From an optimization exercise on the open Yosys and OpenROAD flow, aimed at small area; shortcuts taken in it are not production practice.
At most, simulation tests tie the RTL to the original design; equivalence was not proved.
Only the layout flow was run in runs 1 and 3; the RTL was not checked for function there.
Power is estimated from default activity; no workload was simulated.

<file path="config.mk">
export PLATFORM = sky130hd
export DESIGN_NAME = axi_lite_pwm_motor
export DESIGN_NICKNAME = axi_lite_pwm_motor
export VERILOG_FILES = /design/flow/design.v
export SDC_FILE = /design/flow/constraint.sdc
export NUM_CORES = 4
export LEC_CHECK = 0
export ABC_AREA = 1
export CAP_MARGIN = 20
export CORE_MARGIN = 2
export CORE_UTILIZATION = 40
export CTS_BUF_LIST = sky130_fd_sc_hd__clkbuf_4
export SLEW_MARGIN = 20
</file>
<file path="constraint.sdc">
create_clock -name core_clock -period 12.0 [get_ports {clk}]
set_input_delay 2.4000 -clock core_clock [delete_from_list [all_inputs] [get_ports {clk}]]
set_output_delay 2.4000 -clock core_clock [all_outputs]
set_load 0.01 [all_outputs]
</file>
<file path="design.v">
module axi_lite_pwm_motor #(
    parameter int unsigned AXI_ADDR_W          = 12,
    parameter int unsigned AXI_DATA_W          = 32,
    parameter int unsigned CNT_W               = 32,
    parameter int unsigned CHANNELS            = 4,
    parameter bit          APPLY_ON_PERIOD_END = 1'b1)
    (
    input   logic                           clk,
    input   logic                           rst_n,
    input   logic   [AXI_ADDR_W-1:0]        s_axil_awaddr,
    input   logic                           s_axil_awvalid,
    output  logic                           s_axil_awready,
    input   logic   [AXI_DATA_W-1:0]        s_axil_wdata,
    input   logic   [(AXI_DATA_W/8)-1:0]    s_axil_wstrb,
    input   logic                           s_axil_wvalid,
    output  logic                           s_axil_wready,
    output  logic   [1:0]                   s_axil_bresp,
    output  logic                           s_axil_bvalid,
    input   logic                           s_axil_bready,
    input   logic   [AXI_ADDR_W-1:0]        s_axil_araddr,
    input   logic                           s_axil_arvalid,
    output  logic                           s_axil_arready,
    output  logic   [AXI_DATA_W-1:0]        s_axil_rdata,
    output  logic   [1:0]                   s_axil_rresp,
    output  logic                           s_axil_rvalid,
    input   logic                           s_axil_rready,
    output  logic   [CNT_W-1:0]             cnt,
    output  logic                           period_end,
    output  logic   [CHANNELS-1:0]          pwm_o,
    output  logic   [CHANNELS-1:0]          in1_o,
    output  logic   [CHANNELS-1:0]          in2_o);
    typedef enum logic [3:0] {
        IDLE      = 4'd0,
        WAIT_DATA = 4'd1,
        WAIT_ADDR = 4'd2,
        WR_ISSUE  = 4'd3,
        WR_RSP    = 4'd4,
        WR_B      = 4'd5,
        RD_ISSUE  = 4'd6,
        RD_RSP    = 4'd7,
        RD_R      = 4'd8
    } state_t;
    state_t state, state_d;
    logic [4:0]  widx;
    logic [31:0] dreg;
    logic [3:0]  sreg;
    function automatic logic [4:0] enc_addr(input logic [11:0] a);
        if (a[11:7] == 5'd0 && a[1:0] == 2'd0)
            enc_addr = a[6:2];
        else
            enc_addr = 5'd7;
    endfunction
    logic [31:0] ctrl_sh, period_sh;
    logic [31:0] duty_sh [4];
    logic [3:0]  chen_sh, dir_sh, brake_sh, coast_sh;
    logic        en_a;
    logic [31:0] period_a;
    logic [31:0] duty_a [4];
    logic [3:0]  chen_a, dir_a, brake_a, coast_a;
    logic        pending;
    logic sel_ctrl, sel_period, sel_apply, sel_chen, sel_status, sel_cnt;
    logic sel_dir, sel_brake, sel_coast;
    logic [3:0] sel_duty;
    logic err;
    always_comb begin
        sel_ctrl   = (widx == 5'd0);
        sel_period = (widx == 5'd1);
        sel_apply  = (widx == 5'd2);
        sel_chen   = (widx == 5'd3);
        sel_status = (widx == 5'd4);
        sel_cnt    = (widx == 5'd5);
        for (int i = 0; i < 4; i++)
            sel_duty[i] = (widx == 5'(8 + i));
        sel_dir    = (widx == 5'd16);
        sel_brake  = (widx == 5'd17);
        sel_coast  = (widx == 5'd18);
        err = !(sel_ctrl | sel_period | sel_apply | sel_chen | sel_status | sel_cnt |
                (|sel_duty) | sel_dir | sel_brake | sel_coast);
    end
    logic wr, rd;
    assign wr = (state == WR_ISSUE);
    assign rd = (state == RD_ISSUE);
    function automatic logic lt32(input logic [31:0] a, input logic [31:0] b);
        logic c;
        c = 1'b0;
        for (int i = 0; i < 32; i++)
            c = (~a[i] & b[i]) | ((~a[i] | b[i]) & c);
        lt32 = c;
    endfunction
    function automatic logic lt13(input logic [12:0] a, input logic [12:0] b);
        logic c;
        c = 1'b0;
        for (int i = 0; i < 13; i++)
            c = (~a[i] & b[i]) | ((~a[i] | b[i]) & c);
        lt13 = c;
    endfunction
    logic        pzero, phigh;
    logic [31:0] peff;       
    logic [31:0] cnt_inc;
    logic        at_end, over, wrap;
    assign phigh   = (period_a[31:13] != 19'd0);
    assign pzero   = !phigh && (period_a[12:0] == 13'd0);
    assign peff    = pzero ? 32'd5000 : ((period_a == 32'd1) ? 32'd2 : period_a);
    assign cnt_inc = cnt + 32'd1;
    assign at_end  = (cnt_inc == peff);
    assign over    = !phigh && !lt13(cnt[12:0], peff[12:0]);    
    assign wrap    = at_end || over;
    assign period_end = en_a && at_end;
    logic apply_pulse, safe, commit;
    assign apply_pulse = wr && sel_apply && sreg[0] && dreg[0];
    assign safe        = en_a && !pzero;
    assign commit      = (apply_pulse || pending) && (!safe || period_end);
    always_ff @(posedge clk or negedge rst_n) begin
        if (!rst_n)
            cnt <= '0;
        else if (!en_a || wrap)
            cnt <= '0;
        else
            cnt <= cnt_inc;
    end
    always_comb begin
        state_d = state;
        case (state)
            IDLE:
                if (s_axil_awvalid && s_axil_wvalid) state_d = WR_ISSUE;
                else if (s_axil_awvalid)             state_d = WAIT_DATA;
                else if (s_axil_wvalid)              state_d = WAIT_ADDR;
                else if (s_axil_arvalid)             state_d = RD_ISSUE;
            WAIT_DATA: if (s_axil_wvalid)  state_d = WR_ISSUE;
            WAIT_ADDR: if (s_axil_awvalid) state_d = WR_ISSUE;
            WR_ISSUE:  state_d = WR_RSP;
            WR_RSP:    state_d = WR_B;
            WR_B:      if (s_axil_bready) state_d = IDLE;
            RD_ISSUE:  state_d = RD_RSP;
            RD_RSP:    state_d = RD_R;
            RD_R:      if (s_axil_rready) state_d = IDLE;
            default:   state_d = IDLE;
        endcase
    end
    always_ff @(posedge clk or negedge rst_n) begin
        if (!rst_n)
            state <= IDLE;
        else
            state <= state_d;
    end
    assign s_axil_awready = (state == IDLE) || (state == WAIT_ADDR);
    assign s_axil_wready  = (state == IDLE) || (state == WAIT_DATA);
    assign s_axil_arready = (state == IDLE);
    assign s_axil_bvalid  = (state == WR_B);
    assign s_axil_rvalid  = (state == RD_R);
    assign s_axil_bresp   = {err, 1'b0};
    assign s_axil_rresp   = {err, 1'b0};
    assign s_axil_rdata   = dreg;
    logic [31:0] rmux;
    always_comb begin
        rmux = '0;
        for (int b = 0; b < 32; b++) begin
            rmux[b] = (sel_ctrl & ctrl_sh[b]) | (sel_period & period_sh[b]) | (sel_cnt & cnt[b]) |
                      (sel_duty[0] & duty_sh[0][b]) | (sel_duty[1] & duty_sh[1][b]) |
                      (sel_duty[2] & duty_sh[2][b]) | (sel_duty[3] & duty_sh[3][b]);
        end
        for (int b = 0; b < 4; b++) begin
            rmux[b] = rmux[b] | (sel_chen & chen_sh[b]) | (sel_dir & dir_sh[b]) |
                      (sel_brake & brake_sh[b]) | (sel_coast & coast_sh[b]);
        end
        rmux[0] = rmux[0] | (sel_status & period_end);
        rmux[1] = rmux[1] | (sel_status & pending);
        rmux[2] = rmux[2] | (sel_status & en_a);
    end
    always_ff @(posedge clk) begin
        if (s_axil_awready)
            widx <= s_axil_awvalid ? enc_addr(s_axil_awaddr) : enc_addr(s_axil_araddr);
        if (s_axil_wready) begin
            dreg <= s_axil_wdata;
            sreg <= s_axil_wstrb;
        end else if (rd) begin
            dreg <= rmux;
        end
    end
    function automatic logic [31:0] merge(input logic [31:0] o, input logic [31:0] n, input logic [3:0] s);
        for (int b = 0; b < 4; b++)
            merge[8*b +: 8] = s[b] ? n[8*b +: 8] : o[8*b +: 8];
    endfunction
    always_ff @(posedge clk or negedge rst_n) begin
        if (!rst_n) begin
            ctrl_sh   <= '0;
            period_sh <= '0;
            chen_sh   <= '0;
            dir_sh    <= '0;
            brake_sh  <= '0;
            coast_sh  <= '0;
            for (int i = 0; i < 4; i++)
                duty_sh[i] <= '0;
        end else if (wr) begin
            if (sel_ctrl)   ctrl_sh   <= merge(ctrl_sh, dreg, sreg);
            if (sel_period) period_sh <= merge(period_sh, dreg, sreg);
            if (sel_chen && sreg[0])  chen_sh  <= dreg[3:0];
            if (sel_dir && sreg[0])   dir_sh   <= dreg[3:0];
            if (sel_brake && sreg[0]) brake_sh <= dreg[3:0];
            if (sel_coast && sreg[0]) coast_sh <= dreg[3:0];
            for (int i = 0; i < 4; i++)
                if (sel_duty[i]) duty_sh[i] <= merge(duty_sh[i], dreg, sreg);
        end
    end
    always_ff @(posedge clk or negedge rst_n) begin
        if (!rst_n) begin
            en_a    <= 1'b0;
            dir_a   <= '0;
            brake_a <= '0;
            coast_a <= '0;
            pending <= 1'b0;
        end else begin
            if (commit) begin
                en_a    <= ctrl_sh[0];
                dir_a   <= dir_sh;
                brake_a <= brake_sh;
                coast_a <= coast_sh;
                pending <= 1'b0;
            end else if (apply_pulse && safe) begin
                pending <= 1'b1;
            end
        end
    end
    always_ff @(posedge clk) begin
        if (commit) begin
            period_a <= period_sh;
            chen_a   <= chen_sh;
            for (int i = 0; i < 4; i++)
                duty_a[i] <= duty_sh[i];
        end
    end
    always_comb begin
        for (int i = 0; i < 4; i++) begin
            logic raw;
            raw      = en_a && chen_a[i] && !over && lt32(cnt, duty_a[i]);
            pwm_o[i] = brake_a[i] | coast_a[i] | raw;
            in1_o[i] = brake_a[i] | (!coast_a[i] & dir_a[i]);
            in2_o[i] = brake_a[i] | (!coast_a[i] & !dir_a[i]);
        end
    end
endmodule
</file>
<file path="run.sh">
#!/bin/bash
# synth_recipe.tcl (not shown) runs the flow's synth.tcl, then flattens the netlist and writes it again
# the make line also repeats each setting of config.mk as NAME=value (left out here)
make -C /OpenROAD-flow-scripts/flow DESIGN_CONFIG=/design/flow/config.mk WORK_HOME=/design/flow/orfs CLKGATE_MAP_FILE= SYNTH_SCRIPT=/design/flow/synth_recipe.tcl finish
</file>
==> results by group, run 1 <==
STA
  • Slew margin rel.: 33.0%
  • Final hold violation count: 0
  • Achievable Freq: 128 MHz
  • Slew Limit Fails: 0
  • Final Cycle Share: roughly 65%
  • TNS Setup: 0 ps
  • Worst-Margin Slew: 1000 ps
  • Setup Viol. Count Final: 0
  • Layout Skew: around 46 ps
  • RSZ-0062 raised after global routing: false
  • Final worst path period need: a little under 8000 ps

Floorplan
  • Initial Util: 40.4%
  • # rows: between 80 and 90
  • IO Pins: roughly 150
  • Core Box Area: around 52,000 sq um
  • Die X: around 230 microns
  • Die height: 234 microns
  • Die ar.: roughly 55,000 sq um

Logic synthesis
  • Sequential-to-total area share from yosys stat: 59.6%
  • Mapped Cells: ~2,300
  • Ys flop type: dfrtp_1
  • Synth top area share: 30.5%
  • Async SR Flop Fraction: a little under three fifths
  • Post-synth EDFFs: about 200
  • Yosys reg bits: roughly 460
  • Count of cell types in the netlist: 54
  • Synth area leaders: dfrtp_1 30%, edfxtp_1 29%, nand2_1 11%, o21ai_0 6.4%, inv_1 3.9%
  • Mapped Avg Cell Area: about 9.3 sq um
  • Synth area leader: dfrtp_1
  • Synth warnings: 3
  • Post-Syn Area: ~21,000 sq um

Worst setup path
  • Startpoint class of the critical path: flop
  • WP data arrival: 5410 ps
  • Worst endpoint required time: about 9600 ps
  • R2R Path Start: cnt[1]
  • Crit-path max FO: 9
  • CP endpoint kind: output pin
  • Type of the worst setup path: reg2out
  • CP startpoint: cnt[1]

Layout
  • Fin cells: 3,278
  • Commonest non-fill, non-tap cells in the layout: 636 x nand2_1, 272 x o21ai_0, 258 x dfrtp_1, 220 x inv_1, 207 x clkbuf_4
  • Share of cells above drive strength 1: about an eighth
  • Fin nets: ~2,600
  • Commonest non-fill, non-tap cell in the layout: nand2_1
  • P&R area growth vs syn: 18.4%

Clock network
  • Post-CTS setup buffers: 0
  • Clk slew on worst S/H paths: 60 ps
  • Post-CTS Hold Buffers: 0
  • CTS Buf Count: 120
  • H-tree depth: 3
  • CTS Sinks: between 400 and 500
  • Deepest clock path buffer count: 3
  • TritonCTS clock tree: yes
  • Post_cts resized: 0
  • CTS root buf: clkbuf_4
  • Worst-Skew Late Latency: roughly 890 ps

Power and ir drop
  • Worst vdd ir: ~0.14 mV
  • Static Leak: around 11 nW
  • Power Dens Cells: roughly 160 nW/um^2

Routing
  • WL/cell: approximately 20 microns
  • DRC: 0
  • Detailed Route WL: roughly 64,000 microns
  • DR pass1 iterations: 5
  • Via/cell ratio: between 5 and 6
  • DR vias: roughly 17,000
  • DRT iter0 DRCs: around 1,400
  • Routed Antenna Nets: 0

Job
  • Max-cap violations: 0

Global routing
  • Initial antenna violation count: 1
  • Total gr overflow: 0
  • Vias in the first global route: ~17,000
  • Largest net degree at the start of global routing: 121
  • Overall global routing resource usage: approximately a quarter
  • First-pass GRT wire length: roughly 100,000 microns

Placement
  • Final Wtd Congestion: approximately 0.89
  • # placed instances: 3,047
  • Hpwl dp: between 40,000 and 50,000 microns
  • Port-buffer cells: 150

Hold path
  • Worst hold start: period_sh[28]
  • Min-delay worst type: reg2reg

Run status
  • Outcome: finished clean
## flip-flops by register name, summed over array words and instances (netlist names), 5 cells and up
name       flops
duty_sh      128
period_sh     32
duty_a       128
dreg          32
period_a      32
cnt           32
ctrl_sh       32
widx           5
## per-layer routing
| layer | up-vias | wire length, microns | track usage [%] |
|---|---|---|---|
| li1 | 8193 | - | - |
| met1 | 8443 | 28300 | 32.8 |
| met2 | 695 | 29500 | 37.4 |
| met3 | 122 | 4740 | 4.55 |
| met4 | 0 | 1550 | 8.50 |
| met5 | - | 0 | 0 |
## worst max-delay path, cell delays in order (launching register included)
cell             delay [ps]
dfrtp_1                 500
ha_1                    250
nand2_1                  80
nor2_2                  140
nand3_1                 220
nor2_2                  200
inv_2                    60
nor2_2                  140
nand4_1                 160
nor4_1                  330
nand3_1                 170
nor3_1                  240
nand2_1                 140
nor3_2                  220
nand3_1                 140
xor2_1                  170
clkinv_1                120
nand2_1                  80
and3_1                  150
nand4_1                 170
nor2_1                  290
clkdlybuf4s50_1         600
## power by group
part           switching (W)  total, W  internal (W)
sequential         0.0000586   0.00184       0.00178
clock               0.000663   0.00147      0.000812
combinational       0.000437  0.000657      0.000220
total                0.00116   0.00397       0.00281
## cells in the mapped netlist, types with 12 or more instances
| library cell | number |
|---|---|
| nor2_1 | 143 |
| xor2_1 | 36 |
| nor2_2 | 24 |
| inv_1 | 221 |
| o21ai_0 | 272 |
| dfrtp_1 | 258 |
| or2_2 | 29 |
| nand3_1 | 56 |
| a21oi_1 | 41 |
| edfxtp_1 | 205 |
| a22o_1 | 12 |
| a41oi_1 | 15 |
| a22oi_1 | 13 |
| nand2_1 | 637 |
| a221oi_1 | 48 |
| o22ai_1 | 45 |
| nor4_1 | 17 |
| nor3_1 | 26 |
| clkinv_1 | 13 |
| clkbuf_1 | 56 |
## metrics by stage
step	total power (W)	worst slack (ps)	instance area (sq um)	util, %	hold WS [ps]
5_1_grt	0.00414	3770	25100	47.8	475
3_3_place_gp	0.00252	5100	23300	44.5	454
2_1_floorplan	0.00214	6560	21200	-	447
6_report	0.00397	4190	25100	47.8	442
4_1_cts	0.00400	4090	25000	47.7	435
3_5_place_dp	0.00252	5050	23300	44.5	457
## worst paths after layout
path / to / slack [ps] / cells past startpoint
max reg2reg: period_a[12] / 5870 / 26
max in group asynchronous: duty_sh[1][21] / 8760 / 2
max: period_end / 4190 / 21
min reg2reg: period_a[28] / 440 / 0
min: period_a[28] / 440 / 0
min in group asynchronous: duty_sh[0][27] / 1630 / 1
## layout make-up
class / instances / area (sq um)
diodes: 1 / 2.50
clock buffers: 207 / 1550
clock inverters: 22 / 140
fillers: 4999 / 27400
inverters: 242 / 916
multi-input cells: 1488 / 7320
flip-flops and latches: 463 / 12600
well taps: 688 / 861
repair buffers: 167 / 1650
## logic make-up after synthesis
| logic type | count (synthesis) | share of synthesized area, % |
|---|---|---|
| AO/OA/AOI/OAI | 483 | 13.6 |
| XOR/XNOR | 39 | 1.61 |
| adder cells (fa/ha/maj) | 2 | 0.118 |
| buffers and inverters | 318 | 6.12 |
| flip-flops | 463 | 59.6 |
| other | 1 | 0.0177 |
| AND/OR/NAND/NOR | 962 | 19.0 |
==> inputs of run 2 (changes only) <==
--- a/design.v
+++ b/design.v
@@ -82,22 +82,7 @@
     assign rd = (state == RD_ISSUE);
-    function automatic logic lt32(input logic [31:0] a, input logic [31:0] b);
-        logic c;
-        c = 1'b0;
-        for (int i = 0; i < 32; i++)
-            c = (~a[i] & b[i]) | ((~a[i] | b[i]) & c);
-        lt32 = c;
-    endfunction
-    function automatic logic lt13(input logic [12:0] a, input logic [12:0] b);
-        logic c;
-        c = 1'b0;
-        for (int i = 0; i < 13; i++)
-            c = (~a[i] & b[i]) | ((~a[i] | b[i]) & c);
-        lt13 = c;
-    endfunction
-    logic        pzero, phigh;
+    logic        pzero;
     logic [31:0] peff;       
     logic [31:0] cnt_inc;
-    logic        at_end, over, wrap;
-    assign phigh   = (period_a[31:13] != 19'd0);
-    assign pzero   = !phigh && (period_a[12:0] == 13'd0);
+    logic        at_end, wrap;
+    assign pzero   = (period_a == 32'd0);
     assign peff    = pzero ? 32'd5000 : ((period_a == 32'd1) ? 32'd2 : period_a);
@@ -105,4 +90,3 @@
     assign at_end  = (cnt_inc == peff);
-    assign over    = !phigh && !lt13(cnt[12:0], peff[12:0]);    
-    assign wrap    = at_end || over;
+    assign wrap    = (cnt_inc >= peff);
     assign period_end = en_a && at_end;
@@ -231,2 +215,4 @@
     end
+    logic below_p;
+    assign below_p = !wrap || at_end;    
     always_comb begin
@@ -234,3 +220,3 @@
             logic raw;
-            raw      = en_a && chen_a[i] && !over && lt32(cnt, duty_a[i]);
+            raw      = en_a && chen_a[i] && below_p && (cnt < duty_a[i]);
             pwm_o[i] = brake_a[i] | coast_a[i] | raw;
--- a/config.mk
+++ b/config.mk
@@ -7,3 +7,2 @@
 export LEC_CHECK = 0
-export ABC_AREA = 1
 export CAP_MARGIN = 20
@@ -11,3 +10,2 @@
 export CORE_UTILIZATION = 40
-export CTS_BUF_LIST = sky130_fd_sc_hd__clkbuf_4
 export SLEW_MARGIN = 20
==> results by group, run 2 <==
Run status
  • Outcome: finished clean

Routing
  • DR vias: 15,000 (-14%)
  • Detailed Route WL: 63,600 microns (-0.73%)
  • DRT iter0 DRCs: 1,242 (-13%)
  • WL/cell: 23.6 microns (+21%)
  • DR pass1 iterations: 6 (+1)
  • Routed Antenna Nets: 0 (unchanged)
  • Via/cell ratio: 5.58 (+4.9%)
  • DRC: 0 (unchanged)

Global routing
  • Met2 GRT Util: 38.6% (+1.3 points)
  • Vias in the first global route: 15,500 (-9.8%)
  • Overall global routing resource usage: 22.6% (-1.2 points)
  • GR Util met3: 3.47% (-1.1 points)
  • Met1 usage: 29.3% (-3.4 points)
  • First-pass GRT wire length: 97,000 microns (-1.8%)
  • Total gr overflow: 0 (unchanged)
  • Initial antenna violation count: 0 (-1)
  • Most Crowded Layer GR: met2
  • Largest net degree at the start of global routing: 95 (-21%)

Worst setup path
  • Worst endpoint required time: 9600 ps (about the same)
  • Crit-path max FO: 10 (+1)
  • Startpoint class of the critical path: flop
  • Type of the worst setup path: reg2out
  • CP endpoint kind: output pin
  • R2r setup slk: 6260 ps (+390 ps)
  • WP data arrival: 5560 ps (+150 ps)

Clock network
  • Worst-Skew Late Latency: 600 ps (-290 ps)
  • CTS Sinks: 463 (unchanged)
  • Post-CTS setup buffers: 0 (unchanged)
  • CTS Buf Count: 50 (-58%)
  • Post_cts resized: 0 (unchanged)
  • Clk slew on worst S/H paths: 60 ps (about the same)
  • Post-CTS Hold Buffers: 0 (unchanged)
  • TritonCTS clock tree: yes
  • Deepest clock path buffer count: 3 (unchanged)
  • CTS root buf: clkbuf_16
  • H-tree depth: 2 (-1)

Layout
  • Share of cells above drive strength 1: 17.1% (+4.8 points)
  • Largest registers: duty_a x128, duty_sh x128
  • Commonest non-fill, non-tap cells in the layout: 258 x dfrtp_1, 207 x mux2_2, 205 x edfxtp_1, 162 x inv_1, 157 x ha_1
  • Fin nets: 2,129 (-17%)
  • Number of diodes: 0 (-1)
  • P&R area growth vs syn: 18.2%
  • Commonest non-fill, non-tap cell in the layout: dfrtp_1
  • Fin cells: 2,695 (-18%)

Logic synthesis
  • Post-Syn Area: 22,300 sq um (+5.2%)
  • Synth area leader: dfrtp_1
  • Synth top area share: 29.0% (-1.5 points)
  • Mapped Cells: 1,738 (-23%)
  • Async SR Flop Fraction: 55.7% (unchanged)
  • Top-count cell post-synth: dfrtp_1
  • Commonest cells in the synthesized netlist: 258 x dfrtp_1, 207 x mux2_2, 205 x edfxtp_1
  • Sequential-to-total area share from yosys stat: 56.6% (-2.9 points)
  • Count of cell types in the netlist: 73 (+35%)
  • Yosys reg bits: 463 (unchanged)
  • Synth warnings: 3 (unchanged)
  • Post-synth EDFFs: 205 (unchanged)
  • Synth area leaders: dfrtp_1 29%, edfxtp_1 28%, mux2_2 10%, ha_1 8.8%, inv_1 2.7%
  • Ys flop type: dfrtp_1
  • Mapped Avg Cell Area: 12.8 sq um (+37%)

Power and ir drop
  • Worst vdd ir: 0.0954 mV (-30%)
  • Power Dens Cells: 152 nW/um^2 (-4.2%)
  • Static Leak: 11.5 nW (+8.5%)

STA
  • Worst-Margin Slew: 1000 ps (-0.417 ps)
  • Slew margin rel.: 32.5% (-0.49 points)
  • Slew Limit Fails: 0 (unchanged)
  • Achievable Freq: 126 MHz (-1.8%)
  • Final worst path period need: 7960 ps (+146 ps)
  • Setup Viol. Count Final: 0 (unchanged)
  • TNS Setup: 0 ps (unchanged)
  • Layout Skew: 24.2 ps (-22.2 ps)
  • Post-layout worst setup margin: 4040 ps (-146 ps)
  • Final Cycle Share: 66.3% (+1.2 points)
  • Final hold violation count: 0 (unchanged)
  • RSZ-0062 raised after global routing: false

Job
  • Max-cap violations: 0 (unchanged)

Placement
  • Setup slack at placement: 4640 ps (-404 ps)
  • Hpwl dp: 43,600 microns (+2.1%)
  • Final Wtd Congestion: 0.847 (-4.8%)
  • # placed instances: 2,600 (-15%)
  • Port-buffer cells: 150 (unchanged)

Floorplan
  • IO Pins: 153 (unchanged)
  • Die ar.: 57,600 sq um (+5.1%)
  • Die height: 240 microns (+2.5%)
  • Initial Util: 40.4% (+0.061 points)
  • # rows: 86 (+2.4%)
  • Die X: 240 microns (+2.5%)
  • Core Box Area: 55,100 sq um (+5.0%)

Hold path
  • Min-delay worst type: reg2reg
-- run 2: cell count changes after synthesis, moves of 42 or more --
cell and change:
o22ai_1 -43, inv_1 -58, mux2_2 +207, nor2b_1 +42, a221oi_1 -44, nor2_1 -69
nand2_1 -558, ha_1 +155, o21ai_0 -240, a22oi_1 +53
-- run 2: logic make-up after synthesis --
family	count (synthesis)	synth area share, %
mux	223	11.3
fa+ha+maj	157	8.82
xor+xnor	30	1.25
other cells	1	0.0168
flops	463	56.6
compound gates	295	9.69
simple gates	351	8.42
buf+inv	218	3.91
-- run 2: area by class of cell --
cell class	count	area (sq um)
clock buffers	67	1360
clock inverters	27	297
fillers	4967	28800
inverters	163	617
multi-input cells	1058	8840
flip-flops and latches	463	12600
well taps	748	936
repair buffers	169	1670
-- run 2: critical path, stage by stage (launching register included) --
cell             delay [ps]
dfrtp_1                 540
ha_1                    270
nand2_1                 130
nor4_1                  710
and4_1                  450
nand3_1                 130
xnor2_1                 180
ha_1                    340
nand4_1                 190
nor2_1                  130
nor4b_1                 400
nand3_1                 140
a32oi_1                 560
a311o_1                 270
clkdlybuf4s50_1         540
-- run 2: worst paths after layout --
check | cells past startpoint | from | end
max | 14 | cnt[0] | pwm_o[0]
min | 0 | duty_sh[0][0] | duty_a[0][0]
max reg2reg | 14 | cnt[0] | duty_a[3][14]
min reg2reg | 0 | duty_sh[0][0] | duty_a[0][0]
max in group asynchronous | 2 | rst_n | duty_sh[0][24]
min in group asynchronous | 1 | rst_n | duty_sh[2][10]
-- run 2: metal layers --
metal | wire length [microns] | vias up
li1 | - | 6834
met1 | 26800 | 7680
met2 | 31700 | 430
met3 | 3290 | 104
met4 | 1850 | 0
met5 | 0 | -
-- run 2: where the power goes --
| group | switching, W | internal (W) | total [W] |
|---|---|---|---|
| registers | 0.000165 | 0.00178 | 0.00195 |
| logic | 0.000282 | 0.000204 | 0.000486 |
| clock network | 0.000638 | 0.000922 | 0.00156 |
-- run 2: per-stage QoR --
step / area (sq um) / power [W] / hold slack [ps] / utilization (%)
after detailed placement: 24600 / 0.00247 / 456 / 44.7
final: 26300 / 0.00399 / 464 / 47.8
after global routing: 26300 / 0.00414 / 478 / 47.8
after floorplan: 22300 / 0.00212 / 440 / -
after global placement: 24600 / 0.00247 / 449 / 44.7
after CTS: 26300 / 0.00403 / 465 / 47.7
==> inputs of run 3 (changes only) <==
--- a/design.v
+++ b/design.v
@@ -59,2 +59,5 @@
     logic [3:0]  chen_a, dir_a, brake_a, coast_a;
+    logic [3:0]  va_duty;
+    logic        v_ctrl;
+    logic [3:0]  v_duty;
     logic        pending;
@@ -82,7 +85,22 @@
     assign rd = (state == RD_ISSUE);
-    logic        pzero;
+    function automatic logic lt32(input logic [31:0] a, input logic [31:0] b);
+        logic c;
+        c = 1'b0;
+        for (int i = 0; i < 32; i++)
+            c = (~a[i] & b[i]) | ((~a[i] | b[i]) & c);
+        lt32 = c;
+    endfunction
+    function automatic logic lt13(input logic [12:0] a, input logic [12:0] b);
+        logic c;
+        c = 1'b0;
+        for (int i = 0; i < 13; i++)
+            c = (~a[i] & b[i]) | ((~a[i] | b[i]) & c);
+        lt13 = c;
+    endfunction
+    logic        pzero, phigh;
     logic [31:0] peff;       
     logic [31:0] cnt_inc;
-    logic        at_end, wrap;
-    assign pzero   = (period_a == 32'd0);
+    logic        at_end, over, wrap;
+    assign phigh   = (period_a[31:13] != 19'd0);
+    assign pzero   = !phigh && (period_a[12:0] == 13'd0);
     assign peff    = pzero ? 32'd5000 : ((period_a == 32'd1) ? 32'd2 : period_a);
@@ -90,3 +108,4 @@
     assign at_end  = (cnt_inc == peff);
-    assign wrap    = (cnt_inc >= peff);
+    assign over    = !phigh && !lt13(cnt[12:0], peff[12:0]);    
+    assign wrap    = at_end || over;
     assign period_end = en_a && at_end;
@@ -138,2 +157,6 @@
     logic [31:0] rmux;
+    logic        rd_ctrl;
+    logic [3:0]  rd_duty;
+    assign rd_ctrl = sel_ctrl & v_ctrl;
+    assign rd_duty = sel_duty & v_duty;
     always_comb begin
@@ -141,5 +164,5 @@
         for (int b = 0; b < 32; b++) begin
-            rmux[b] = (sel_ctrl & ctrl_sh[b]) | (sel_period & period_sh[b]) | (sel_cnt & cnt[b]) |
-                      (sel_duty[0] & duty_sh[0][b]) | (sel_duty[1] & duty_sh[1][b]) |
-                      (sel_duty[2] & duty_sh[2][b]) | (sel_duty[3] & duty_sh[3][b]);
+            rmux[b] = (rd_ctrl & ctrl_sh[b]) | (sel_period & period_sh[b]) | (sel_cnt & cnt[b]) |
+                      (rd_duty[0] & duty_sh[0][b]) | (rd_duty[1] & duty_sh[1][b]) |
+                      (rd_duty[2] & duty_sh[2][b]) | (rd_duty[3] & duty_sh[3][b]);
         end
@@ -167,5 +190,25 @@
     endfunction
+    logic [31:0] dm;
+    assign dm = dreg & {{8{sreg[3]}}, {8{sreg[2]}}, {8{sreg[1]}}, {8{sreg[0]}}};
     always_ff @(posedge clk or negedge rst_n) begin
         if (!rst_n) begin
-            ctrl_sh   <= '0;
+            v_ctrl <= 1'b0;
+            v_duty <= '0;
+        end else if (wr) begin
+            if (sel_ctrl) v_ctrl <= 1'b1;
+            for (int i = 0; i < 4; i++)
+                if (sel_duty[i]) v_duty[i] <= 1'b1;
+        end
+    end
+    always_ff @(posedge clk) begin
+        for (int b = 0; b < 4; b++) begin
+            if (wr && sel_ctrl && (sreg[b] || !v_ctrl))
+                ctrl_sh[8*b +: 8] <= dm[8*b +: 8];
+            for (int i = 0; i < 4; i++)
+                if (wr && sel_duty[i] && (sreg[b] || !v_duty[i]))
+                    duty_sh[i][8*b +: 8] <= dm[8*b +: 8];
+        end
+    end
+    always_ff @(posedge clk or negedge rst_n) begin
+        if (!rst_n) begin
             period_sh <= '0;
@@ -175,6 +218,3 @@
             coast_sh  <= '0;
-            for (int i = 0; i < 4; i++)
-                duty_sh[i] <= '0;
         end else if (wr) begin
-            if (sel_ctrl)   ctrl_sh   <= merge(ctrl_sh, dreg, sreg);
             if (sel_period) period_sh <= merge(period_sh, dreg, sreg);
@@ -184,4 +224,2 @@
             if (sel_coast && sreg[0]) coast_sh <= dreg[3:0];
-            for (int i = 0; i < 4; i++)
-                if (sel_duty[i]) duty_sh[i] <= merge(duty_sh[i], dreg, sreg);
         end
@@ -197,3 +235,3 @@
             if (commit) begin
-                en_a    <= ctrl_sh[0];
+                en_a    <= v_ctrl & ctrl_sh[0];
                 dir_a   <= dir_sh;
@@ -211,2 +249,3 @@
             chen_a   <= chen_sh;
+            va_duty  <= v_duty;
             for (int i = 0; i < 4; i++)
@@ -215,4 +254,2 @@
     end
-    logic below_p;
-    assign below_p = !wrap || at_end;    
     always_comb begin
@@ -220,3 +257,3 @@
             logic raw;
-            raw      = en_a && chen_a[i] && below_p && (cnt < duty_a[i]);
+            raw      = en_a && chen_a[i] && va_duty[i] && !over && lt32(cnt, duty_a[i]);
             pwm_o[i] = brake_a[i] | coast_a[i] | raw;
==> flow/run.sh (new file) <==
#!/bin/bash
# Standard ORFS layout, with two changes to how it is built:
#  - port buffers use the smallest buffer (sky130_fd_sc_hd__buf_1)
#  - CTS builds fewer, larger sink clusters and inserts no dummy loads
# Each make run's full output goes to its own log file here.
set -euo pipefail
bash standard.sh \
  BUFFER_PORTS_ARGS="-buffer_cell sky130_fd_sc_hd__buf_1" \
  CTS_ARGS="-sink_clustering_enable -repair_clock_nets -dont_use_dummy_load -buf_list sky130_fd_sc_hd__clkbuf_16 -sink_clustering_size 30 -sink_clustering_max_diameter 100" \
  finish > flow_make.log 2>&1
==> standard.sh (new file) <==
#!/bin/bash
# synth_recipe.tcl (not shown) runs the flow's synth.tcl, then flattens the netlist and writes it again
# the make line also repeats each setting of config.mk as NAME=value (left out here)
make -C /OpenROAD-flow-scripts/flow DESIGN_CONFIG=/design/flow/config.mk WORK_HOME=/design/flow/orfs CLKGATE_MAP_FILE= SYNTH_SCRIPT=/design/flow/synth_recipe.tcl "${@:-finish}"
--- a/config.mk
+++ b/config.mk
@@ -7,2 +7,3 @@
 export LEC_CHECK = 0
+export ABC_AREA = 1
 export CAP_MARGIN = 20
removed: run.sh
==> results by group, run 3 <==
Floorplan
  • Die X: 232 microns (-3.2%)
  • IO Pins: 153 (unchanged)
  • Initial Util: 40.6% (+0.14 points)
  • # rows: 83 (-3.5%)
  • Core Box Area: 51,400 sq um (-6.7%)
  • Die ar.: 54,000 sq um (-6.3%)
  • Die height: 232 microns (-3.2%)

STA
  • Slew Limit Fails: 0 (unchanged)
  • Slew margin rel.: 10.6% (-22 points)
  • RSZ-0062 raised after global routing: false
  • Final Cycle Share: 59.7% (-6.6 points)
  • Final hold violation count: 0 (unchanged)
  • Setup Viol. Count Final: 0 (unchanged)
  • Layout Skew: 47.6 ps (+23.4 ps)
  • Worst-Margin Slew: 1340 ps (+337 ps)
  • TNS Setup: 0 ps (unchanged)
  • Final worst path period need: 7160 ps (-791 ps)
  • Hold slack: 442 ps (-22.8 ps)
  • Achievable Freq: 140 MHz (+11%)

Logic synthesis
  • Synth warnings: 3 (unchanged)
  • Ys flop type: edfxtp_1
  • Synth area leaders: edfxtp_1 53%, dfrtp_1 12%, nand2_1 9.5%, inv_1 4.7%, nor2_1 2.3%
  • Top-count cell post-synth: nand2_1
  • Commonest cells in the synthesized netlist: 528 x nand2_1, 369 x edfxtp_1, 262 x inv_1
  • Largest family of logic cells by synthesized area: simple AND/OR/NAND/NOR gates
  • Async SR Flop Fraction: 21.8% (-34 points)
  • Yosys reg bits: 472 (+1.9%)
  • Mux contribution to synthesized area: 1.51% (-9.8 points)
  • Xor and xnor fraction of the mapped netlist area: 1.72% (+0.47 points)
  • Simple-Gate Fraction of Synth Area: 15.3% (+6.9 points)
  • Synth top area share: 53.1% (+24 points)
  • Compound-Gate Fraction of Synth Area: 9.55% (-0.15 points)
  • Mapped Cells: 1,952 (+12%)
  • Synth area leader: edfxtp_1
  • Post-synth EDFFs: 369 (+80%)
  • Post-Syn Area: 20,900 sq um (-6.4%)
  • Mapped Avg Cell Area: 10.7 sq um (-17%)
  • Count of cell types in the netlist: 52 (-29%)
  • Adder-Cell Fraction of Synth Area: 0.120% (-8.7 points)
  • Sequential-to-total area share from yosys stat: 65.5% (+8.9 points)

Worst setup path
  • Crit-path max FO: 6 (-4)
  • Worst endpoint required time: 9600 ps (about the same)
  • FF-to-FF End: period_a[21]
  • Startpoint class of the critical path: flop
  • R2R Path Start: period_a[11]
  • WP data arrival: 4760 ps (-800 ps)
  • R2R depth: 17 (+3)
  • CP endpoint kind: output pin
  • R2r setup slk: 6580 ps (+320 ps)
  • Type of the worst setup path: reg2out

Run status
  • Outcome: finished clean

Placement
  • Hpwl dp: 39,800 microns (-8.7%)
  • Final Wtd Congestion: 0.856 (+1.1%)
  • Port-buffer cells: 150 (unchanged)

Clock network
  • Post_cts resized: 0 (unchanged)
  • TritonCTS clock tree: yes
  • Worst-Skew Late Latency: 570 ps (-30 ps)
  • CTS Buf Count: 21 (-58%)
  • H-tree depth: 1 (-1)
  • Clk slew on worst S/H paths: 110 ps (+50 ps)
  • CTS Sinks: 472 (+1.9%)
  • Post-CTS Hold Buffers: 0 (unchanged)
  • Post-CTS setup buffers: 0 (unchanged)
  • Deepest clock path buffer count: 3 (unchanged)
  • CTS root buf: clkbuf_16

Hold path
  • Worst hold endpoint: duty_a[1][8]
  • Min-delay worst type: reg2reg
  • Hold depth: 0 (unchanged)
  • Worst hold start: duty_sh[1][8]

Power and ir drop
  • Final Power: 0.00330 W (-17%)
  • Power Dens Cells: 145 nW/um^2 (-4.5%)
  • Static Leak: 9.04 nW (-21%)
  • Worst vdd ir: 0.124 mV (+31%)

Global routing
  • Total gr overflow: 0 (unchanged)
  • Overall global routing resource usage: 21.6% (-0.94 points)
  • Initial antenna violation count: 0 (unchanged)
  • Largest net degree at the start of global routing: 191 (+100%)
  • Vias in the first global route: 14,400 (-7.3%)
  • First-pass GRT wire length: 88,300 microns (-8.9%)

Routing
  • DRT iter0 DRCs: 1,430 (+15%)
  • DRC: 0 (unchanged)
  • DR pass1 iterations: 5 (-1)
  • Detailed Route WL: 58,400 microns (-8.1%)
  • DR vias: 14,800 (-1.8%)
  • Via/cell ratio: 5.33 (-4.6%)
  • WL/cell: 21.1 microns (-11%)
  • Routed Antenna Nets: 0 (unchanged)

Layout
  • Largest registers: duty_a x128, duty_sh x128
  • Commonest non-fill, non-tap cell in the layout: nand2_1
  • Commonest non-fill, non-tap cells in the layout: 527 x nand2_1, 369 x edfxtp_1, 260 x inv_1, 149 x buf_1, 129 x nor2_1
  • Post-layout util: 44.4% (-3.4 points)
  • Fin nets: 2,164 (+1.6%)
  • P&R area growth vs syn: 9.33%
  • Share of cells above drive strength 1: 5.78% (-11 points)
  • Number of diodes: 0 (unchanged)

Job
  • Max-cap violations: 0 (unchanged)
run 3: cell count changes in the layout (fill, tap and decap cells not counted), moves of 155 or more:
cell,previous run,this run
nand2_1,79,527
mux2_2,207,28
edfxtp_1,205,369
dfrtp_1,258,103
ha_1,157,2
run 3: where the power goes:
part	switching, W	internal [W]	total, W	leakage, nW
Sequential	0.000105	0.00193	0.00204	4.91
Clock	0.000496	0.000316	0.000813	0.259
Combinational	0.000349	0.000105	0.000453	3.87
run 3: kinds of logic (layout without fill, tap and decap cells):
kind of cell,count (synthesis),count (layout)
adder cells (fa/ha/maj),2,2
buffers and inverters,332,472
flip-flops,472,472
multiplexers,28,28
XOR/XNOR,41,41
AO/OA/AOI/OAI,302,302
AND/OR/NAND/NOR,774,774
other,1,2
run 3: layer usage:
metal	wire, microns	global-route usage [%]	vias up
met5	0	0	-
met2	27500	35.4	515
li1	-	-	6932
met4	934	4.37	0
met3	3980	2.74	56
met1	26000	31.0	7271
run 3: final cells by class:
cell class | instances | area (sq um)
fillers | 4794 | 28600
flip-flops and latches | 472 | 13700
well taps | 680 | 851
clock buffers | 21 | 526
inverters | 279 | 1050
multi-input cells | 1149 | 5970
repair buffers | 172 | 748
run 3: critical path, stage by stage (launching register included):
cell and delay (ps):
edfxtp_1 470, inv_1 150, nand3_1 150, or3_1 330, nor3_1 820, nor2_1 190
inv_1 120, o21bai_1 90, nor4_1 230, nand2_1 80, nor2_1 150, nand2_1 80
nor4_1 230, nand2_1 120, nor4_2 230, nand4_2 310, nor2_1 280, buf_1 180
run 3: through the flow:
stage | std cells | area [sq um] | setup slack [ps]
after global placement | 2750 | 22200 | 5500
final | 2773 | 22800 | 4840
after CTS | 2773 | 22800 | 4810
after detailed placement | 2752 | 22300 | 5440
after global routing | 2773 | 22800 | 4480
after floorplan | 1953 | 20900 | 6680
run 3: worst max-delay path by stage:
stage / slack (ps) / to / cells past startpoint / from
global route: 4480 / period_end / 17 / period_a[11]
global placement: 5500 / period_end / 17 / period_a[11]
CTS: 4810 / period_end / 17 / period_a[11]
detailed placement: 5440 / period_end / 17 / period_a[11]
finish: 4840 / period_end / 17 / period_a[11]
floorplan: 6680 / period_end / 16 / cnt[1]
==> inputs of run 4 (changes only) <==
--- a/design.v
+++ b/design.v
@@ -159,4 +159,12 @@
     logic [3:0]  rd_duty;
-    assign rd_ctrl = sel_ctrl & v_ctrl;
-    assign rd_duty = sel_duty & v_duty;
+    logic        rd_period, rd_cnt, rd_chen, rd_dir, rd_brake, rd_coast, rd_status;
+    assign rd_ctrl   = rd & sel_ctrl & v_ctrl;
+    assign rd_duty   = {4{rd}} & sel_duty & v_duty;
+    assign rd_period = rd & sel_period;
+    assign rd_cnt    = rd & sel_cnt;
+    assign rd_chen   = rd & sel_chen;
+    assign rd_dir    = rd & sel_dir;
+    assign rd_brake  = rd & sel_brake;
+    assign rd_coast  = rd & sel_coast;
+    assign rd_status = rd & sel_status;
     always_comb begin
@@ -164,3 +172,3 @@
         for (int b = 0; b < 32; b++) begin
-            rmux[b] = (rd_ctrl & ctrl_sh[b]) | (sel_period & period_sh[b]) | (sel_cnt & cnt[b]) |
+            rmux[b] = (rd_ctrl & ctrl_sh[b]) | (rd_period & period_sh[b]) | (rd_cnt & cnt[b]) |
                       (rd_duty[0] & duty_sh[0][b]) | (rd_duty[1] & duty_sh[1][b]) |
@@ -169,9 +177,11 @@
         for (int b = 0; b < 4; b++) begin
-            rmux[b] = rmux[b] | (sel_chen & chen_sh[b]) | (sel_dir & dir_sh[b]) |
-                      (sel_brake & brake_sh[b]) | (sel_coast & coast_sh[b]);
-        end
-        rmux[0] = rmux[0] | (sel_status & period_end);
-        rmux[1] = rmux[1] | (sel_status & pending);
-        rmux[2] = rmux[2] | (sel_status & en_a);
-    end
+            rmux[b] = rmux[b] | (rd_chen & chen_sh[b]) | (rd_dir & dir_sh[b]) |
+                      (rd_brake & brake_sh[b]) | (rd_coast & coast_sh[b]);
+        end
+        rmux[0] = rmux[0] | (rd_status & period_end);
+        rmux[1] = rmux[1] | (rd_status & pending);
+        rmux[2] = rmux[2] | (rd_status & en_a);
+    end
+    logic [31:0] wmask;
+    assign wmask = {{8{s_axil_wstrb[3]}}, {8{s_axil_wstrb[2]}}, {8{s_axil_wstrb[1]}}, {8{s_axil_wstrb[0]}}};
     always_ff @(posedge clk) begin
@@ -179,8 +189,6 @@
             widx <= s_axil_awvalid ? enc_addr(s_axil_awaddr) : enc_addr(s_axil_araddr);
-        if (s_axil_wready) begin
-            dreg <= s_axil_wdata;
+        if (s_axil_wready)
             sreg <= s_axil_wstrb;
-        end else if (rd) begin
-            dreg <= rmux;
-        end
+        if (s_axil_wready || rd)
+            dreg <= ({32{s_axil_wready}} & s_axil_wdata & wmask) | rmux;
     end
@@ -191,3 +199,3 @@
     logic [31:0] dm;
-    assign dm = dreg & {{8{sreg[3]}}, {8{sreg[2]}}, {8{sreg[1]}}, {8{sreg[0]}}};
+    assign dm = dreg;
     always_ff @(posedge clk or negedge rst_n) begin
==> flow/run.sh (replaced) <==
#!/bin/bash
# Layout flow: the standard ORFS flow (standard.sh) with these changes to
# how the layout is made (the design, constraints and registers are unchanged):
#  - synthesis maps the logic with an area-oriented ABC script (flow/abc_area.script)
#    in place of ORFS's; everything else in synthesis is the standard script
#  - port buffers use the smallest buffer (sky130_fd_sc_hd__buf_1)
#  - CTS builds fewer, larger sink clusters and inserts no dummy loads
# The make output goes to flow_make.log here; ORFS keeps each step's log in orfs/logs.
set -euo pipefail
WORK=$PWD
rm -rf "$WORK/scripts_local"
cp -r "$FLOW_HOME/scripts" "$WORK/scripts_local"
cp "$WORK/flow/abc_area.script" "$WORK/scripts_local/abc_area.script"
bash standard.sh \
  SCRIPTS_DIR="$WORK/scripts_local" \
  ABC_AREA=1 \
  BUFFER_PORTS_ARGS="-buffer_cell sky130_fd_sc_hd__buf_1" \
  CTS_ARGS="-sink_clustering_enable -repair_clock_nets -dont_use_dummy_load -buf_list sky130_fd_sc_hd__clkbuf_16 -sink_clustering_size 30 -sink_clustering_max_diameter 100" \
  finish > "$WORK/flow_make.log" 2>&1
==> flow/abc_area.script (new file) <==
strash
&get -n
&fraig -x
&put
scorr
dc2
strash
&get -n
&dch -f
&nf -R 1000
&put
topo
dnsize -c
==> results by group, run 4 <==
Logic synthesis
  • Synth top area share: 58.1% (+5.0 points)
  • Count of cell types in the netlist: 50 (-3.8%)
  • Ys flop type: edfxtp_1
  • Commonest cells in the synthesized netlist: 369 x edfxtp_1, 103 x dfrtp_1, 74 x a21oi_1
  • Yosys reg bits: 472 (unchanged)
  • Post-synth EDFFs: 369 (unchanged)
  • Synth area leaders: edfxtp_1 58%, dfrtp_1 14%, mux2_1 3.3%, a222oi_1 2.6%, a22oi_1 2.4%
  • Mapped Avg Cell Area: 14.8 sq um (+39%)
  • Mapped Cells: 1,284 (-34%)
  • Synth warnings: 3 (unchanged)
  • Sequential-to-total area share from yosys stat: 71.6% (+6.1 points)
  • Async SR Flop Fraction: 21.8% (unchanged)
  • Top-count cell post-synth: edfxtp_1
  • Synth area leader: edfxtp_1
  • Post-Syn Area: 19,100 sq um (-8.6%)

Placement
  • Port-buffer cells: 150 (unchanged)
  • Final Wtd Congestion: 0.871 (+1.7%)
  • Placed Area: 20,600 sq um (-7.5%)
  • Hpwl dp: 36,600 microns (-8.2%)

STA
  • Final hold violation count: 0 (unchanged)
  • TNS Setup: 0 ps (unchanged)
  • Worst-Margin Slew: 1110 ps (-230 ps)
  • Slew margin rel.: 25.9% (+15 points)
  • Setup Viol. Count Final: 0 (unchanged)
  • Achievable Freq: 114 MHz (-19%)
  • Final Cycle Share: 73.4% (+14 points)
  • Slew Limit Fails: 0 (unchanged)
  • RSZ-0062 raised after global routing: false
  • Final worst path period need: 8800 ps (+1640 ps)
  • Layout Skew: 51.2 ps (+3.62 ps)

Layout
  • Commonest non-fill, non-tap cell in the layout: edfxtp_1
  • Area of the multi-input gates: 5230 sq um (-12%)
  • Sequential cell area: 13,700 sq um (unchanged)
  • Commonest non-fill, non-tap cells in the layout: 369 x edfxtp_1, 150 x buf_1, 103 x dfrtp_1, 71 x nor2_1, 69 x a21oi_1
  • P&R area growth vs syn: 10.5%
  • Number of diodes: 0 (unchanged)
  • Largest registers: duty_a x128, duty_sh x128
  • Share of cells above drive strength 1: 3.60% (-2.2 points)
  • Post-layout util: 44.5% (+0.16 points)
  • Design area: 21,100 sq um (-7.6%)
  • Fillers: 4,269 (-11%)
  • Fin nets: 1,544 (-29%)

Floorplan
  • # rows: 80 (-3.6%)
  • Initial Util: 40.3% (-0.30 points)
  • Die ar.: 49,400 sq um (-8.4%)
  • Die X: 222 microns (-4.3%)
  • Core Box Area: 47,300 sq um (-7.9%)
  • IO Pins: 153 (unchanged)
  • Die height: 222 microns (-4.3%)

Clock network
  • TritonCTS clock tree: yes
  • Post-CTS Hold Buffers: 0 (unchanged)
  • Deepest clock path buffer count: 3 (unchanged)
  • CTS Sinks: 472 (unchanged)
  • Post-CTS setup buffers: 0 (unchanged)
  • Clk slew on worst S/H paths: 120 ps (about the same)
  • CTS Buf Count: 19 (-9.5%)
  • Worst-Skew Late Latency: 570 ps (about the same)
  • H-tree depth: 1 (unchanged)
  • Post_cts resized: 0 (unchanged)
  • CTS root buf: clkbuf_16

Global routing
  • First-pass GRT wire length: 78,700 microns (-11%)
  • Vias in the first global route: 12,300 (-14%)
  • Initial antenna violation count: 0 (unchanged)
  • Largest net degree at the start of global routing: 86 (-55%)
  • Total gr overflow: 0 (unchanged)
  • Overall global routing resource usage: 21.0% (-0.60 points)

Worst setup path
  • WP data arrival: 6400 ps (+1640 ps)
  • CP startpoint: cnt[1]
  • Worst endpoint required time: 9600 ps (about the same)
  • R2R depth: 24 (+7)
  • R2R Path Start: period_a[21]
  • Crit path largest cell delay: 480 ps (-340 ps)
  • Startpoint class of the critical path: flop
  • R2r setup slk: 4560 ps (-2020 ps)
  • FF-to-FF End: brake_a[1]
  • Crit-path max FO: 6 (unchanged)
  • Type of the worst setup path: reg2out
  • Worst setup path end: pwm_o[2]
  • CP endpoint kind: output pin
  • Slowest cell on the critical path: dfrtp_1

Routing
  • Via/cell ratio: 6.00 (+13%)
  • DRC: 0 (unchanged)
  • DRT iter0 DRCs: 1,469 (+2.7%)
  • DR vias: 12,500 (-15%)
  • WL/cell: 25.2 microns (+20%)
  • Routed Antenna Nets: 0 (unchanged)
  • DR pass1 iterations: 6 (+1)
  • Detailed Route WL: 52,700 microns (-9.8%)

Run status
  • Outcome: finished clean

Hold path
  • Min-delay worst type: reg2reg

Power and ir drop
  • Worst vdd ir: 0.0969 mV (-22%)
  • Power Dens Cells: 149 nW/um^2 (+2.6%)
  • Final Power: 0.00313 W (-5.2%)
  • Static Leak: 7.26 nW (-20%)

Job
  • Max-cap violations: 0 (unchanged)
## run 4: cell count changes after synthesis, sizes merged, moves of 42 or more
cell and change:
inv -264, a222oi +50, nor2 -61, nand2 -471, o21ai -65, a22oi +42
## run 4: logic make-up (layout without fill, tap and decap cells)
group	after synthesis	in the layout	synth area share [%]
adder cells (fa/ha/maj)	18	18	0.971
buffers and inverters	58	246	1.22
AO/OA/AOI/OAI	356	356	13.7
AND/OR/NAND/NOR	279	279	7.17
flip-flops	472	472	71.6
XOR/XNOR	44	44	2.02
other	1	2	0.0197
multiplexers	56	56	3.31
## run 4: layout make-up
type / instances / area share [%]
flip-flops and latches: 472 / 64.8
multi-input cells: 755 / 24.8
clock buffers: 19 / 2.26
inverters: 54 / 0.962
repair buffers: 173 / 3.51
well taps: 615 / 3.65
## run 4: critical path, delay by kind of cell, from the launching register on
kind                     cells  cell delay, ps
buffers and inverters        2             390
AO/OA/AOI/OAI               21            3030
adder cells (fa/ha/maj)      5            1880
flip-flops                   1             480
AND/OR/NAND/NOR              1              70
## run 4: worst min-delay path by stage
stage                               from  cells past startpoint  slack, ps            end
final                     duty_sh[2][31]                      0        450  duty_a[2][31]
after global routing       duty_sh[1][1]                      0        450   duty_a[1][1]
after CTS                  duty_sh[1][1]                      0        450   duty_a[1][1]
after detailed placement  duty_sh[1][26]                      0        430  duty_a[1][26]
after global placement    duty_sh[1][16]                      0        430  duty_a[1][16]
after floorplan           duty_sh[1][11]                      0        430  duty_a[1][11]
## run 4: per-stage QoR
stage / hold slack (ps) / instances / worst slack, ps
2_1_floorplan: 425 / 1285 / 1860
3_3_place_gp: 430 / 2066 / 3860
3_5_place_dp: 433 / 2068 / 3810
4_1_cts: 453 / 2087 / 3140
5_1_grt: 455 / 2088 / 2650
6_report: 450 / 2088 / 3200
## run 4: report_power, final
part / internal (W) / switching (W)
clock: 0.000288 / 0.000470
sequential: 0.00194 / 0.000129
combinational: 0.0000817 / 0.000224
## run 4: layer usage
layer | share of wire [%] | GRT usage (%) | vias to the layer above
met3 | 7.1 | 3.04 | 63
li1 | - | - | 5554
met4 | 2.0 | 5.06 | 0
met1 | 43 | 29.8 | 6398
met5 | 0 | 0 | -
met2 | 48 | 34.4 | 513
==> inputs of run 5 (changes only) <==
==> flow/abc_area.script (replaced) <==
strash
&get -n
&fraig -x
&put
scorr
dc2
strash
&get -n
&dc2
&dch -f
&nf -R 1000 -C 32 -F 8
&put
topo
dnsize -c
--- a/config.mk
+++ b/config.mk
@@ -8,5 +8,5 @@
 export ABC_AREA = 1
-export CAP_MARGIN = 20
+export CAP_MARGIN = 0
 export CORE_MARGIN = 2
 export CORE_UTILIZATION = 40
-export SLEW_MARGIN = 20
+export SLEW_MARGIN = 0
==> results by group, run 5 <==
Run status
  • Outcome: finished clean

Routing
  • DRC: 0 (unchanged)
  • DRT iter0 DRCs: 1,595 (+8.6%)
  • Met1 Wirelength: 22,700 microns (-0.42%)
  • Metal2 WL: 25,000 microns (-0.19%)
  • WL/cell: 25.6 microns (+1.5%)
  • Detailed Route WL: 52,700 microns (about the same)
  • DR pass1 iterations: 7 (+1)
  • DR vias: 12,600 (+0.35%)
  • Metal3 WL: 4010 microns (+6.8%)
  • Routed Antenna Nets: 0 (unchanged)
  • Via/cell ratio: 6.11 (+1.8%)
  • Top Layer Used: met4

Logic synthesis
  • Commonest cells in the synthesized netlist: 369 x edfxtp_1, 103 x dfrtp_1, 71 x nor2_1
  • Async SR Flop Fraction: 21.8% (unchanged)
  • Top-count cell post-synth: edfxtp_1
  • Mapped Cells: 1,266 (-1.4%)
  • Ys flop type: edfxtp_1
  • Post-synth EDFFs: 369 (unchanged)
  • Sequential-to-total area share from yosys stat: 72.2% (+0.60 points)
  • Post-Syn Area: 18,900 sq um (-0.83%)
  • Mapped Avg Cell Area: 14.9 sq um (+0.58%)
  • Synth area leaders: edfxtp_1 59%, dfrtp_1 14%, a222oi_1 3.7%, mux2_1 3.3%, a22oi_1 2.5%
  • Synth area leader: edfxtp_1
  • Synth warnings: 3 (unchanged)
  • Count of cell types in the netlist: 45 (-10%)
  • Synth top area share: 58.6% (+0.48 points)
  • Yosys reg bits: 472 (unchanged)

STA
  • Post-layout worst setup margin: 2970 ps (-226 ps)
  • Layout Skew: 45.6 ps (-5.64 ps)
  • Final hold violation count: 0 (unchanged)
  • TNS Setup: 0 ps (unchanged)
  • Hold slack: 436 ps (-14.1 ps)
  • Achievable Freq: 111 MHz (-2.5%)
  • Slew margin rel.: 5.69% (-20 points)
  • Worst-Margin Slew: 1410 ps (+303 ps)
  • RSZ-0062 raised after global routing: false
  • Slew Limit Fails: 0 (unchanged)
  • Final Cycle Share: 75.3% (+1.9 points)
  • Final worst path period need: 9030 ps (+226 ps)
  • Setup Viol. Count Final: 0 (unchanged)

Clock network
  • TritonCTS clock tree: yes
  • CTS root buf: clkbuf_16
  • CTS Buf Count: 19 (unchanged)
  • Post-CTS setup buffers: 0 (unchanged)
  • CTS Sinks: 472 (unchanged)
  • Deepest clock path buffer count: 3 (unchanged)
  • Worst-Skew Late Latency: 560 ps (about the same)
  • Clk slew on worst S/H paths: 110 ps (about the same)
  • Post-CTS Hold Buffers: 0 (unchanged)
  • H-tree depth: 1 (unchanged)
  • Post_cts resized: 0 (unchanged)

Worst setup path
  • Worst endpoint required time: 9600 ps (about the same)
  • Slowest cell on the critical path: edfxtp_1
  • Crit-path max FO: 5 (-1)
  • Startpoint class of the critical path: flop
  • Type of the worst setup path: reg2out
  • Crit path largest cell delay: 460 ps (-20 ps)
  • CP endpoint kind: output pin
  • WP data arrival: 6630 ps (+230 ps)

Layout
  • Share of cells above drive strength 1: 3.10% (-0.50 points)
  • P&R area growth vs syn: 10.4%
  • Post-layout util: 44.8% (+0.31 points)
  • Commonest non-fill, non-tap cells in the layout: 369 x edfxtp_1, 149 x buf_1, 103 x dfrtp_1, 71 x nor2_1, 69 x a222oi_1
  • Fin nets: 1,523 (-1.4%)
  • Commonest non-fill, non-tap cell in the layout: edfxtp_1
  • Number of diodes: 0 (unchanged)
  • Largest registers: duty_a x128, duty_sh x128

Placement
  • Hpwl dp: 36,300 microns (-0.64%)
  • Setup slack at placement: 3580 ps (-230 ps)
  • Port-buffer cells: 150 (unchanged)
  • Final Wtd Congestion: 0.942 (+8.2%)

Power and ir drop
  • Static Leak: 7.09 nW (-2.4%)
  • Worst vdd ir: 0.0965 mV (-0.36%)
  • Power Dens Cells: 150 nW/um^2 (+0.98%)

Floorplan
  • Die ar.: 49,000 sq um (-0.81%)
  • Die height: 221 microns (-0.41%)
  • Initial Util: 40.6% (+0.34 points)
  • # rows: 79 (-1.3%)
  • IO Pins: 153 (unchanged)
  • Die X: 221 microns (-0.41%)
  • Core Box Area: 46,600 sq um (-1.7%)

Hold path
  • Min-delay worst type: reg2reg

Global routing
  • Total gr overflow: 0 (unchanged)
  • Largest net degree at the start of global routing: 74 (-14%)
  • Overall global routing resource usage: 21.1% (+0.039 points)
  • Vias in the first global route: 12,200 (-1.4%)
  • First-pass GRT wire length: 78,800 microns (+0.14%)
  • Initial antenna violation count: 0 (unchanged)

Job
  • Max-cap violations: 0 (unchanged)
-- run 5: cell types whose count changed after synthesis, sizes merged, moves of 6 or more --
cell	previous run	this run
and3	15	8
a21oi	74	62
o221ai	8	0
a22o	18	1
nand4	11	19
o22ai	40	47
maj3	16	3
a32o	7	0
xor2	5	15
o21ai	25	42
a221oi	10	19
o21a	9	3
a222oi	50	69
-- run 5: logic make-up (layout without fill, tap and decap cells) --
group	Yosys count	after routing	synth area share [%]
flip-flops	472	472	72.2
AND/OR/NAND/NOR	263	263	6.70
AO/OA/AOI/OAI	356	356	13.7
other	1	2	0.0198
multiplexers	56	56	3.34
adder cells (fa/ha/maj)	5	5	0.291
buffers and inverters	60	245	1.27
XOR/XNOR	53	53	2.46
-- run 5: through the flow --
| step | cell area, sq um | total power [W] | std cells |
|---|---|---|---|
| floorplan | 18900 | 0.00220 | 1267 |
| global placement | 20400 | 0.00240 | 2039 |
| detailed placement | 20400 | 0.00241 | 2039 |
| CTS | 20900 | 0.00315 | 2058 |
| global route | 20900 | 0.00325 | 2059 |
| finish | 20900 | 0.00313 | 2059 |
-- run 5: cell type report --
cell class              instances  area, sq um
inverters                      56          210
clock buffers                  19          475
repair buffers                170          717
flip-flops and latches        472        13700
fillers                      4146        25700
multi-input cells             735         5050
well taps                     607          759
-- run 5: final timing paths --
kind | start | endpoint | slack, ps | cells past startpoint
worst min register to register | duty_sh[1][3] | duty_a[1][3] | 440 | 0
min in group asynchronous | rst_n | state[0] | 1890 | 1
worst max register to register | period_a[21] | duty_a[2][18] | 4270 | 26
worst min-delay path | duty_sh[1][3] | duty_a[1][3] | 440 | 0
worst max-delay path | period_a[21] | period_end | 2970 | 25
max in group asynchronous | rst_n | period_sh[27] | 8730 | 2
-- run 5: layer usage --
| metal | vias up | track usage (%) |
|---|---|---|
| met5 | - | 0 |
| met2 | 580 | 34.3 |
| met4 | 0 | 4.80 |
| met1 | 6431 | 30.5 |
| li1 | 5510 | - |
| met3 | 51 | 2.48 |
-- run 5: where the power goes --
part	switching, W	internal, W
sequential	0.000135	0.00194
combinational	0.000216	0.0000798
clock	0.000471	0.000288
total	0.000823	0.00231
-- run 5: worst max-delay path, delay by kind of cell, from the launching register on --
family          cells  cell delay, ps
flops               1             460
buf+inv             1             190
simple gates       16            4300
compound gates      7             850
fa+ha+maj           1             270
==> inputs of run 6 (changes only) <==
--- a/design.v
+++ b/design.v
@@ -58,4 +58,4 @@
     logic [31:0] duty_a [4];
-    logic [3:0]  chen_a, dir_a, brake_a, coast_a;
-    logic [3:0]  va_duty;
+    logic [3:0]  chen_a;
+    logic [3:0]  mode_a, dir1_a;     
     logic        v_ctrl;
@@ -237,5 +237,4 @@
             en_a    <= 1'b0;
-            dir_a   <= '0;
-            brake_a <= '0;
-            coast_a <= '0;
+            mode_a  <= '0;
+            dir1_a  <= '0;
             pending <= 1'b0;
@@ -244,5 +243,4 @@
                 en_a    <= v_ctrl & ctrl_sh[0];
-                dir_a   <= dir_sh;
-                brake_a <= brake_sh;
-                coast_a <= coast_sh;
+                mode_a  <= brake_sh | coast_sh;
+                dir1_a  <= brake_sh | (~coast_sh & dir_sh);
                 pending <= 1'b0;
@@ -256,4 +254,3 @@
             period_a <= period_sh;
-            chen_a   <= chen_sh;
-            va_duty  <= v_duty;
+            chen_a   <= chen_sh & v_duty;    
             for (int i = 0; i < 4; i++)
@@ -265,6 +262,6 @@
             logic raw;
-            raw      = en_a && chen_a[i] && va_duty[i] && !over && lt32(cnt, duty_a[i]);
-            pwm_o[i] = brake_a[i] | coast_a[i] | raw;
-            in1_o[i] = brake_a[i] | (!coast_a[i] & dir_a[i]);
-            in2_o[i] = brake_a[i] | (!coast_a[i] & !dir_a[i]);
+            raw      = en_a && chen_a[i] && !over && lt32(cnt, duty_a[i]);
+            pwm_o[i] = mode_a[i] | raw;
+            in1_o[i] = dir1_a[i];
+            in2_o[i] = !(mode_a[i] ^ dir1_a[i]);
         end
==> results by group, run 6 <==
Run status
  • Outcome: finished clean

Logic synthesis
  • Async SR Flop Fraction: 21.3% (-0.49 points)
  • Count of cell types in the netlist: 50 (+11%)
  • Synth top area share: 58.7% (+0.10 points)
  • Sequential-to-total area share from yosys stat: 72.0% (-0.26 points)
  • Post-Syn Area: 18,700 sq um (-1.3%)
  • Synth area leader: edfxtp_1
  • Commonest cells in the synthesized netlist: 365 x edfxtp_1, 99 x dfrtp_1, 94 x a21oi_1
  • Mapped Cells: 1,280 (+1.1%)
  • Mapped Avg Cell Area: 14.6 sq um (-2.3%)
  • Synth warnings: 3 (unchanged)
  • Synth area leaders: edfxtp_1 59%, dfrtp_1 13%, a222oi_1 3.4%, mux2_1 2.7%, a21oi_1 2.5%
  • Ys flop type: edfxtp_1
  • Yosys reg bits: 464 (-1.7%)

Worst setup path
  • CP endpoint kind: output pin
  • Startpoint class of the critical path: flop
  • Slowest cell on the critical path: nor4_1
  • Type of the worst setup path: reg2out
  • Crit path largest cell delay: 610 ps (+150 ps)
  • WP data arrival: 6650 ps (+20 ps)
  • Crit-path max FO: 4 (-1)
  • Worst path bufs/invs: 1 (unchanged)

Routing
  • DR vias: 12,500 (-0.79%)
  • DRC: 0 (unchanged)
  • WL/cell: 24.8 microns (-3.2%)
  • DRT iter0 DRCs: 1,458 (-8.6%)
  • Via/cell ratio: 6.02 (-1.4%)
  • Routed Antenna Nets: 0 (unchanged)

STA
  • Final Cycle Share: 75.4% (+0.12 points)
  • Slew margin rel.: 18.3% (+13 points)
  • Worst-Margin Slew: 1230 ps (-189 ps)
  • Final hold violation count: 0 (unchanged)
  • Achievable Freq: 111 MHz (-0.17%)
  • Final worst path period need: 9050 ps (+14.9 ps)
  • Slew Limit Fails: 0 (unchanged)

Layout
  • P&R area growth vs syn: 10.4% (about the same)
  • Post-layout util: 44.4% (-0.38 points)
  • Commonest non-fill, non-tap cells in the layout: 365 x edfxtp_1, 149 x buf_1, 99 x dfrtp_1, 94 x a21oi_1, 79 x nor2_1
  • Commonest non-fill, non-tap cell in the layout: edfxtp_1
  • Share of cells above drive strength 1: 2.87% (-0.23 points)
  • Largest registers: duty_a x128, duty_sh x128
  • Number of diodes: 0 (unchanged)

Power and ir drop
  • Power Dens Cells: 150 nW/um^2 (-0.22%)
  • Static Leak: 6.98 nW (-1.6%)
  • Worst vdd ir: 0.0894 mV (-7.4%)

Global routing
  • Total gr overflow: 0 (unchanged)
  • Largest net degree at the start of global routing: 72 (-2.7%)
  • Vias in the first global route: 12,000 (-1.7%)
  • GR Util met3: 1.71% (-0.77 points)
  • Initial antenna violation count: 0 (unchanged)
  • Met2 GRT Util: 34.4% (+0.16 points)
  • Most Crowded Layer GR: met2

Clock network
  • Post_cts resized: 0 (unchanged)
  • H-tree depth: 1 (unchanged)
  • CTS root buf: clkbuf_16
  • TritonCTS clock tree: yes
  • Post-CTS Hold Buffers: 0 (unchanged)
  • Clk slew on worst S/H paths: 120 ps (about the same)
  • Post-CTS setup buffers: 0 (unchanged)
  • CTS Sinks: 464 (-1.7%)
  • Worst-Skew Late Latency: 550 ps (about the same)
  • CTS Buf Count: 19 (unchanged)

Floorplan
  • IO Pins: 153 (unchanged)
  • Die X: 220 microns (-0.62%)
  • # rows: 79 (unchanged)
  • Initial Util: 40.3% (-0.34 points)
  • Die ar.: 48,400 sq um (-1.2%)
  • Core Box Area: 46,400 sq um (-0.42%)

Job
  • Max-cap violations: 0 (unchanged)

Placement
  • Hpwl dp: 35,600 microns (-2.1%)
  • Final Wtd Congestion: 0.946 (+0.35%)
[run 6: cell types whose count changed in the layout (fill, tap and decap cells not counted), moves of 6 or more]
cell | previous run | this run
a221o_1 | 5 | 15
nor2_1 | 71 | 79
a221oi_1 | 19 | 12
o2bb2ai_1 | 9 | 2
mux2_1 | 56 | 44
a222oi_1 | 69 | 63
a22o_1 | 1 | 7
a21oi_1 | 61 | 94
xor2_1 | 15 | 4
nand2_1 | 57 | 67
[run 6: logic make-up after synthesis]
family | count (synthesis) | synth area share [%]
flops | 464 | 72.0
mux | 44 | 2.65
xor+xnor | 44 | 2.06
simple gates | 285 | 7.32
compound gates | 377 | 14.4
other cells | 1 | 0.0201
buf+inv | 59 | 1.27
fa+ha+maj | 6 | 0.348
[run 6: path summary, 6_finish.rpt]
check | from | end | slack, ps | cells past startpoint
max | period_a[25] | period_end | 2950 | 25
min | duty_sh[1][3] | duty_a[1][3] | 410 | 0
max reg2reg | period_a[25] | period_a[19] | 3970 | 27
min reg2reg | duty_sh[1][3] | duty_a[1][3] | 410 | 0
max in group asynchronous | rst_n | period_sh[4] | 8760 | 2
min in group asynchronous | rst_n | period_sh[24] | 1920 | 1
[run 6: stage by stage]
stage | total power, W | setup WS (ps) | cell area, sq um | cells | hold WS, ps
detailed placement | 0.00237 | 3420 | 20100 | 2053 | 434
global placement | 0.00236 | 3580 | 20100 | 2053 | 428
CTS | 0.00310 | 2800 | 20600 | 2072 | 414
floorplan | 0.00217 | 2700 | 18700 | 1281 | 425
finish | 0.00308 | 2950 | 20600 | 2072 | 410
global route | 0.00319 | 2350 | 20600 | 2072 | 434
[run 6: cell type report]
cell class / count / area, sq um
well taps: 607 / 759
fillers: 4092 / 25800
inverters: 55 / 206
repair buffers: 169 / 709
flip-flops and latches: 464 / 13400
clock buffers: 19 / 475
multi-input cells: 758 / 5010
[run 6: layer usage]
metal	share of wire, %	routed length [microns]	vias to the layer above
li1	-	-	5527
met1	44	22600	6352
met2	48	24500	544
met3	6.6	3400	50
met4	1.9	965	0
met5	0	0	-
[run 6: report_power, final]
group	internal (W)	switching, W	total, W
clock network	0.000288	0.000461	0.000749
registers	0.00191	0.000133	0.00204
logic	0.0000808	0.000214	0.000294
total	0.00228	0.000808	0.00308

Check on run 6: ideal ports give 2.955 ns setup slack; a clkbuf_16 on the clock port and buf_2 on the inputs give 2.904 ns; moving port delays by the midpoint clock arrival (0.580 ns) as well gives 3.484 ns.
